Source: an optimization exercise on an open RTL-to-GDS flow (aim: small area). Production flows keep margins and buffers that such runs may drop.
Only simulation tests tie the RTL to the original design; equivalence was not proved.

<file path="flow/run.sh">
#!/bin/bash
# synth_recipe.tcl (not shown) runs the flow's synth.tcl, then flattens the netlist and writes it again
# the make line also repeats each setting of config.mk as NAME=value (left out here)
make -C /OpenROAD-flow-scripts/flow DESIGN_CONFIG=/design/flow/config.mk WORK_HOME=/design/flow/orfs CLKGATE_MAP_FILE= SYNTH_SCRIPT=/design/flow/synth_recipe.tcl finish
</file>
<file path="flow/config.mk">
export PLATFORM = sky130hd
export DESIGN_NAME = finalDesign
export DESIGN_NICKNAME = finalDesign
export VERILOG_FILES = /design/flow/design.v
export SDC_FILE = /design/flow/constraint.sdc
export NUM_CORES = 4
export LEC_CHECK = 0
export CAP_MARGIN = 20
export CORE_MARGIN = 2
export CORE_UTILIZATION = 40
export SLEW_MARGIN = 20
</file>
<file path="flow/constraint.sdc">
create_clock -name core_clock -period 13.0 [get_ports {clk}]
set_input_delay 2.6000 -clock core_clock [delete_from_list [all_inputs] [get_ports {clk}]]
set_output_delay 2.6000 -clock core_clock [all_outputs]
set_load 0.01 [all_outputs]
</file>
<file path="flow/design.v">
module splittor(
	input clk_in,
	input rst,
	output reg clk_out,
	output tick
);
reg [15:0] counter;
assign tick = (counter >= 1) && !clk_out;
always @(posedge clk_in) begin
	if( rst ) begin
		counter <= 0;
		clk_out <= 0;
	end
	else begin
		counter <= counter + 1'b1;
		if( counter >= 1 ) begin  
			counter <= 0;
			clk_out <= ~clk_out;
		end
	end
end
endmodule
module counter(
	input clk,
	input rst,
	input ce,
	input en,
	input clear,
	output reg [15:0] digits
);
always @(posedge clk) begin
	if( rst ) digits <= 0;
	else if( ce ) begin
		if( en ) digits <= digits + 1'b1;
		else digits <= digits;
		if( clear ) digits <= 0;
	end
end
endmodule
module mapping(
	input clk,
	input rst,
	input wire [15:0] num,
	output reg [6:0] codeout
);
	always@(posedge clk) begin
		if( rst ) codeout <= 7'b0000000;
		else
		case(num)
			4'b0000:codeout<=7'b1111110;
			4'b0001:codeout<=7'b0110000;
			4'b0010:codeout<=7'b1101101;
			4'b0011:codeout<=7'b1111001;
			4'b0100:codeout<=7'b0110011;
			4'b0101:codeout<=7'b1011011;
			4'b0110:codeout<=7'b1011111;
			4'b0111:codeout<=7'b1110000;
			4'b1000:codeout<=7'b1111111;
			4'b1001:codeout<=7'b1111011;
		endcase
	end
endmodule
module display(
	input clk,
	input rst,
	input wire [15:0] count,
	output reg [2:0] seg,
	output reg [6:0] codeout
);
wire [6:0] codeout1;
wire [6:0] codeout2;
wire [6:0] codeout3;
mapping m1(
	.clk (clk),
	.rst (rst),
	.num (count % 10),
	.codeout (codeout1) 
);
mapping m2(
	.clk (clk),
	.rst (rst),
	.num (count/10 % 10),
	.codeout (codeout2) 
);
mapping m3(
	.clk (clk),
	.rst (rst),
	.num (count/100 % 10),
	.codeout (codeout3) 
);
always @(posedge clk) begin
	if( rst ) begin
		seg <= 3'b001;
		codeout <= 7'b0000000;
	end
	else begin
		seg <= 3'b000;
		codeout <= codeout3;
	end
end
endmodule
module finalDesign(
	input clk,
	input rst,
	input start_in,
	input end_in,
	input clear_in,
	input en,
	input wire [2:0] check,
	output wire led,
	output wire [2:0] seg,
	output wire [6:0] digits,
	output reg [1:0] winner
);
wire clk_inner;
wire tick;
wire [15:0] counter_inside;
reg [15:0] counter_storage;
reg [15:0] max;
reg [15:0] min;
reg [15:0] average;
reg [15:0] rand_num;
reg clear_logic;
reg start_flag;
reg en_logic;
reg clear_next;
reg start_next;
reg en_next;
reg start_mid;
assign led = 1'b0;
splittor sp1(
	.clk_in (clk),
	.rst (rst),
	.clk_out (clk_inner),
	.tick (tick)
);
counter c1(
	.clk (clk),
	.rst (rst),
	.ce (tick),
	.en (en_logic),
	.clear (clear_logic),
	.digits (counter_inside)
);
display dp1(
	.clk (clk),
	.rst (rst),
	.count (counter_storage),
	.seg (seg),
	.codeout (digits)
);
always @* begin
	clear_next = clear_logic;
	en_next = en_logic;
	start_next = start_flag;
	if( clear_in ) begin
		en_next = 0;
		clear_next = 1;
	end
	else clear_next = 0;
	if( en && start_in && rand_num == 0 ) begin
		start_next = 1;
		en_next = 1;
	end
	start_mid = start_next;
	if( en && end_in && start_mid ) begin
		start_next = 0;
		en_next = 0;
	end
end
always @(posedge clk) begin
	if( rst ) begin
		counter_storage <= 0;
		rand_num <= 0;
		clear_logic <= 0;
		start_flag <= 0;
		en_logic <= 0;
		max <= 0;
		min <= 999;
		average <= 0;
		winner <= 2'b00;
	end
	else if( tick ) begin
		counter_storage <= counter_inside;
		clear_logic <= clear_next;
		en_logic <= en_next;
		start_flag <= start_next;
		if( rand_num > 0 ) rand_num <= rand_num - 1;
		if( en ) begin
			if( start_in ) begin
				rand_num <= 2000;
			end
			if( end_in ) begin
				if( start_mid ) begin
					if( counter_inside > max ) max <= counter_inside;
					if( counter_inside < min ) min <= counter_inside;
					average <= (max + min)/2;
					if( max > counter_inside ) winner <= 2'b10;
					else winner <= 2'b01;
				end
				else begin
					counter_storage <= 999;
				end
			end
		end
		else begin
			if( check[0] )  counter_storage <= max;
			if( check[1] )  counter_storage <= min;
			if( check[2] )  counter_storage <= average;
		end
	end
end
endmodule
</file>
==> flow_metrics.env <==
export IMPL_status="finished clean"
export IMPL_ys_types=112
export IMPL_antenna_found_initial=0
export IMPL_drt_first_pass_iters=5
export IMPL_synth_warnings=8
export IMPL_grt_usage_pct=20.8
export IMPL_yosysMostFrequentCell="nor2_1"
export IMPL_synth_top_area_cell="dfxtp_1"
export IMPL_cts_root_buf="clkbuf_16"
export IMPL_worst_hold_path_num_cells=2
export IMPL_period_needed_ns=10.51
export IMPL_cts_tree="done"
export IMPL_start_util_pct=40.8
export IMPL_die_x_um=170
export IMPL_grt_pass1_wl_um=49500
export IMPL_synth_edf_count=0
export IMPL_clock_path_buffers=2
export IMPL_post_cts_resized=0
export IMPL_hold_ws_ns=0.454
export IMPL_utilization_pct=44.3
export IMPL_numCtsBuffers=17
export IMPL_grt_pass1_vias=9691
export IMPL_grt_max_degree=81
export IMPL_post_drt_wl_per_cell_um=16.8
export IMPL_synthCells=1438
export IMPL_wl_um=29800
export IMPL_rows=60
export IMPL_seq_area_frac_synth_pct=24.2
export IMPL_synth_common_cells="nor2_1, dfxtp_1, nand2_1"
export IMPL_reg2regPathDepth=34
export IMPL_criticalPathCategory="reg2reg"
export IMPL_area_delta_synth_final_pct=8.74
export IMPL_r2r_start="counter_storage[12]"
export IMPL_path_max_fanout=23
export IMPL_fin_crit_sh_pct=80.9
export IMPL_avgSynthCellArea_um2=7.64
export IMPL_maxCapViolCount=0
export IMPL_cp_required_ns=13.30
export IMPL_critPathMaxStageDelay_ns=0.84
export IMPL_setup_viol_count_final=0
export IMPL_hold_viol=0
export IMPL_nets=1489
export IMPL_worstMarginPinSlew_ns=0.969
export IMPL_finalSetupTns_ns=0
export IMPL_dr_total_vias=10500
export IMPL_avgViaCountPerCell=5.94
export IMPL_yosys_register_bits=133
export IMPL_place_ws_ns=2.63
export IMPL_endpoint_kind="flop"
export IMPL_slowest_stage="a311oi_4"
export IMPL_cp_arrival_ns=10.82
export IMPL_drc=0
export IMPL_setup_ws_ns=2.49
export IMPL_hp_start="average[13]"
export IMPL_hold_end="average[13]"
export IMPL_portBuffers=18
export IMPL_overflow=0
export IMPL_io_pins=22
export IMPL_die_h_um=170
export IMPL_drt_iter0_markers=950
export IMPL_syn_area_um2=11000
export IMPL_max_freq_ghz=0.0951
export IMPL_postCtsSetupRepairBufs=0
export IMPL_diodes=0
export IMPL_post_route_cells_drive_above_1_share_pct=8.50
export IMPL_timing_rr_end="dp1.m3.codeout[5]"
export IMPL_synthArstFlopShare_pct=0
export IMPL_clk_pin_slew_worst_paths_ns=0.06
export IMPL_r2r_slack_ns=2.49
export IMPL_antenna_left=0
export IMPL_synth_area_leaders="dfxtp_1, ha_1, nor2_1"
export IMPL_hold_class="reg2reg"
export IMPL_cts_max_level=4
export IMPL_synth_main_ff_cell="dfxtp_1"
export IMPL_start_kind="flop"
export IMPL_cts_sinks=133
export IMPL_hpwl_um=21200
export IMPL_max_slew_margin_rel_pct=35.4
export IMPL_final_max_slew_violation_count=0
export IMPL_rsz0062_at_grt="false"
export IMPL_gp_congestion=0.894
export IMPL_core_um2=27000
export IMPL_insertion_delay_ns=0.42
export IMPL_die_area_um2=28800
export IMPL_synth_top_cell_area_share_pct=24.2
export IMPL_holdBufCountCts=0
export IMPL_finalClockSkew_ns=0.00883
-- cell type report --
cell class,instances,area (um2)
Clock inverter,14,141
Clock buffer,18,429
Fill cell,2666,15000
Timing Repair Buffer,29,258
Sequential cell,133,2660
Inverter,66,248
Multi-Input combinational cell,1175,7780
Tap cell,341,427
-- through the flow --
step / cells / area (um2)
after floorplan: 1453 / 11000
after global placement: 1744 / 11400
after detailed placement: 1744 / 11400
after CTS: 1776 / 11900
after global routing: 1776 / 11900
final: 1776 / 11900
-- logic make-up after synthesis --
kind of cell    count (synthesis)  synth area share (%)
other cells                     1                0.0341
mux                            41                  4.02
buf+inv                       145                  5.49
simple gates                  532                  23.5
xor+xnor                       60                  5.06
compound gates                461                  30.3
fa+ha+maj                      65                  7.34
flops                         133                  24.2
-- worst max-delay path by stage --
stage / from / cells after the start / end / slack (ns)
2_1_floorplan: counter_storage[11] / 37 / dp1.m3.codeout[5] / 4.66
3_3_place_gp: counter_storage[12] / 34 / dp1.m3.codeout[5] / 2.96
3_5_place_dp: counter_storage[12] / 34 / dp1.m3.codeout[5] / 2.63
4_1_cts: counter_storage[12] / 34 / dp1.m3.codeout[5] / 2.59
5_1_grt: counter_storage[12] / 34 / dp1.m3.codeout[1] / 1.76
6_report: counter_storage[12] / 34 / dp1.m3.codeout[5] / 2.49
-- registers in the layout, summed over array words and instances, names as in the netlist, 16 cells and up --
signal / flops
average: 16
c1.digits: 16
counter_storage: 16
max: 16
min: 16
rand_num: 16
sp1.counter: 16
-- critical path: cells and delay by family (launching register included) --
kind	cells	cell delay, ns
AOI/OAI and AO/OA	14	4.86
and+or+nand+nor	12	2.79
muxes	2	0.83
xor gates and xnor gates	3	0.79
adders and majority gates	2	0.53
DFF	1	0.46
buffers and inverters	1	0.09
-- metal layers --
| layer | vias up | GRT usage [%] | part of all wire, % |
|---|---|---|---|
| met2 | 317 | 34.4 | 46 |
| li1 | 5257 | - | - |
| met5 | - | 0 | 0 |
| met3 | 54 | 2.75 | 5.0 |
| met1 | 4913 | 28.0 | 47 |
| met4 | 0 | 7.17 | 2.2 |
-- placed cells by master (no fill, tap or decap), types with 34 or more instances in the layout --
cell type  count
nand3_1       34
inv_1         58
o21ai_0       63
ha_1          57
a21oi_1      119
nor2_1       169
xnor2_1       43
a211oi_1      47
nand2_1      133
dfxtp_1      133

## static timing again, ports no longer ideal
In the flow no input, the clock included, has a driving cell. The finished layout below was timed again as built, in two steps.
Step 1 assumes that a clkbuf_16 drives the clock port and a buf_2 every other input.
Step 2, shift: input delay + t, output delay - t, t = (earliest + latest rising clock arrival at the registers) / 2. This alone moves slack from input paths to output paths.
Slacks: no drivers / after step 1 / after step 2; pairs: no drivers / after step 1.
shift t [ns]: 0.455
setup WS [ns]: 2.487 / 2.487 / 2.487
worst register clock-pin slew, ns: 0.06 / 0.06
worst slew at a driven data input, ns: 0.05
pins driven straight from the clock port: 1
After both steps setup and hold are still met in this run. The setup slack of this run moves by 0.000 ns with the drivers and by 0.000 ns with both steps.
